What follows belongs to an exercise in optimizing a design on an open flow for small area, a short achievable clock period and few clock cycles; a production flow would make more cautious choices. Function was checked by simulation only, so behaviour that the tests miss may differ from the original.

== build 25 ==
==> flow/design.v (excerpt) <==
module Bicubic #(parameter fraction_bits = 15)
(
input CLK,
input RST,
input enable,
input [7:0] input_data,
output logic [13:0] iaddr,
output logic ird,
output logic we,
output logic [13:0] waddr,
output logic [7:0] output_data,
input [6:0] V0,
input [6:0] H0,
input [4:0] SW,
input [4:0] SH,
input [5:0] TW,
input [5:0] TH,
output logic DONE
);
localparam JS_IDLE = 2'd0, JS_DIV = 2'd1, JS_RUN = 2'd2;
reg [1:0] js;
reg [3:0] dcnt;
reg [5:0] rTW, rTW1, rTH1, rRows;    
reg [6:0] rH0, rV0m1;
reg [6:0] remx, remy;
reg [15:0] qx, qy;
wire eqS = qy[15];                   
wire [6:0] dvx = (dcnt == 0) ? remx : {remx[5:0], 1'b0};
wire [6:0] dvy = (dcnt == 0) ? remy : {remy[5:0], 1'b0};
wire [7:0] dsx = {1'b0, dvx} - {2'b0, rTW1};
wire [7:0] dsy = {1'b0, dvy} - {2'b0, rTH1};
wire start_run = (js == JS_DIV) && (dcnt == 4'd15);
always @(posedge CLK or posedge RST) begin
    if (RST) begin
        js <= JS_IDLE;
        dcnt <= 0;
    end else begin
        case (js)
            JS_IDLE: if (enable) begin js <= JS_DIV; dcnt <= 0; end
            JS_DIV: begin
                dcnt <= dcnt + 1'b1;
                if (dcnt == 4'd15) js <= JS_RUN;
            end
            default: ;
        endcase
    end
end
always @(posedge CLK) begin
    if (js == JS_IDLE) begin
        rTW <= TW;
        rTW1 <= TW - 1'b1;
        rTH1 <= TH - 1'b1;
        rRows <= {1'b0, SH} + 6'd2;
        rH0 <= H0;
        rV0m1 <= V0 - 1'b1;
        remx <= {2'b0, SW - 1'b1};
        remy <= {2'b0, SH - 1'b1};
    end else if (js == JS_DIV) begin
        if (!dsx[7]) begin remx <= dsx[6:0]; qx <= {qx[14:0], 1'b1}; end
        else begin remx <= dvx; qx <= {qx[14:0], 1'b0}; end
        if (!dsy[7]) begin remy <= dsy[6:0]; qy <= {qy[14:0], 1'b1}; end
        else begin remy <= dvy; qy <= {qy[14:0], 1'b0}; end
    end
end
reg [19:0] QX; reg [5:0] RX;
wire [6:0] rxs = {1'b0, RX} + {1'b0, remx[5:0]};
wire [7:0] rxd = {1'b0, rxs} - {2'b0, rTW1};
wire       rxc = !rxd[7];
  ...
Size in the first run: roughly 86 I/O pins, roughly 57000 sq um of cells after synthesis.
Settings: LEC_CHECK=0, CAP_MARGIN=20, CORE_MARGIN=2, CORE_UTILIZATION=55, CTS_CLUSTER_DIAMETER=80, CTS_CLUSTER_SIZE=30, SLEW_MARGIN=20, SYNTH_HIERARCHICAL=1, SYNTH_MINIMUM_KEEP_SIZE=0; clock period 55.0 ns.
standard.sh (not shown) runs the stock make flow with config.mk's settings and CLKGATE_MAP_FILE= SYNTH_SCRIPT=/design/flow/synth_recipe.tcl, a recipe that flattens the netlist after the stock synthesis.
==> flow/flow/run.sh <==
#!/bin/bash
# The standard layout (standard.sh), except that the ports are buffered with a
# plain buffer cell instead of the default delay cell.  The make output goes
# to standard.log; each ORFS step also keeps its own log under orfs/logs/.
set -euo pipefail
export BUFFER_PORTS_ARGS="-buffer_cell sky130_fd_sc_hd__buf_2"
bash standard.sh > standard.log 2>&1
Build 25 reached the final stage; the timing, design-rule and antenna checks on its layout passed.
Testbench counts of build 25, summed over its fixed seeds: cycles 90,277.
Input-level comparison between build 64 and build 25:
Settings: changing CTS_CLUSTER_DIAMETER from 80 to 70; changing CTS_CLUSTER_SIZE from 30 to 25; changing CORE_UTILIZATION from 55 to 40.
## What came out
- Core utilization: build 64 lower than build 25
- From build 25 to build 64 the numbers moved as follows: fraction of standard cell area that is sequential fell 0.57 points, final RePlAce weighted congestion rose 1.4%, relative slew slack fell 0.89 points.
- Against build 25 as the reference, build 64 delivers a higher area of the die.
- Build 64 and build 25 ended up with nearly the same wire length.
- Build 64 vs. build 25: maximum frequency comparable; post-layout instance area went up.
Inputs modified between build 64 and build 27:
Settings: CAP_MARGIN now 5, was 20; SLEW_MARGIN now 5, was 20.
## What came out
- Build 27 was carried through to the last stage, and its layout satisfied the timing, design-rule and antenna checks.
- Build 64 and build 27 ended up with roughly the same amount of wire on met2 after detailed routing.
- Re sequential cell count: no difference whatsoever between build 64 and build 27.
- Looking at layout buffer count excluding clock buffers, build 27 sits about 2.6% below build 64.
- Diff build 64..build 27 | final cell count without fillers | negligible
- Clock period minus worst slack: build 27 vs build 64, no meaningful difference
- Between build 27 and build 64, the difference in wire length is negligible.
- Compared with build 64, in build 27 relative area of clock buffers and inverters in the final design about even; final design instance area without fill about even.
For build 82, these inputs were changed with respect to build 27:
Settings: putting GPL_TIMING_DRIVEN at 0 where nothing was set; swapping 5 for 20 in SLEW_MARGIN; swapping 70 for 80 in CTS_CLUSTER_DIAMETER; swapping 5 for 20 in CAP_MARGIN; swapping 25 for 30 in CTS_CLUSTER_SIZE.
==> comparison <==
Comparing build 27 and build 82, the higher final critical path time including I/O delays and setup was measured on build 27. [compare] base=build 27 new=build 82: clock tree buffer count of the final layout lower, register-to-register slack lower, final cell count without fillers higher. On final critical-path share of the clock period, build 82 tracks build 27 almost exactly. Relative to build 27, amount of wire on met2 after detailed routing has increased by 5.6% in build 82.
> inputs changed (build 82 -> build 89)
Settings: GPL_TIMING_DRIVEN no longer set, was 0.
==> summary.txt <==
- Build 89 finished every step from synthesis to the final layout, and the layout passed the timing, design-rule and antenna checks.
- Build 82: all stages complete, timing, DRC and antenna checks passed
- The lower global-route usage came out of build 89.
- The utilization on build 89 is in line with that on build 82.
- Compared with build 82, in build 89 number of instances in the placed design went down by 2.2%; cell row count held steady; wire length on met3 went up by about 4%; fraction of area in multi-input gates moved up; number of filler cells placed in the layout has remained practically unchanged.
- On build 89: clock-buffer cell count is about 5% higher than what build 82 gave.
- Number of combinational gates with multiple inputs: build 82 vs build 89 identical

==> static timing again, ports no longer ideal <==
The flow's constraints put no driver on any port. The routed layouts listed below were extracted and timed again, unchanged, in two steps.
Step 1 sets driving cells, clkbuf_16 on the clock port and buf_2 on the other inputs (assumed; they add their load-dependent delay and slew).
Step 2 times the ports against the registers' clock, not the clock port: input delays grow and output delays shrink by t, the midpoint of the rising clock arrivals with the driver on.
Slacks: ideal / step 1 / step 2; pairs: ideal / step 1.
run | t, ns | setup WS [ns] | worst hold slack (ns)
build 25 | 0.685 | 42.683 / 42.614 / 42.902 | 0.334 / 0.334 / 0.334
build 64 | 0.719 | 42.679 / 42.611 / 42.917 | 0.334 / 0.334 / 0.334
build 27 | 0.720 | 42.679 / 42.612 / 42.874 | 0.333 / 0.333 / 0.333
build 82 | 0.662 | 42.726 / 42.660 / 42.916 | 0.338 / 0.338 / 0.338
build 89 | 0.691 | 42.707 / 42.644 / 42.927 | 0.331 / 0.331 / 0.331
After both steps setup and hold are still met in every run listed. Setup slack includes reset recovery checks.
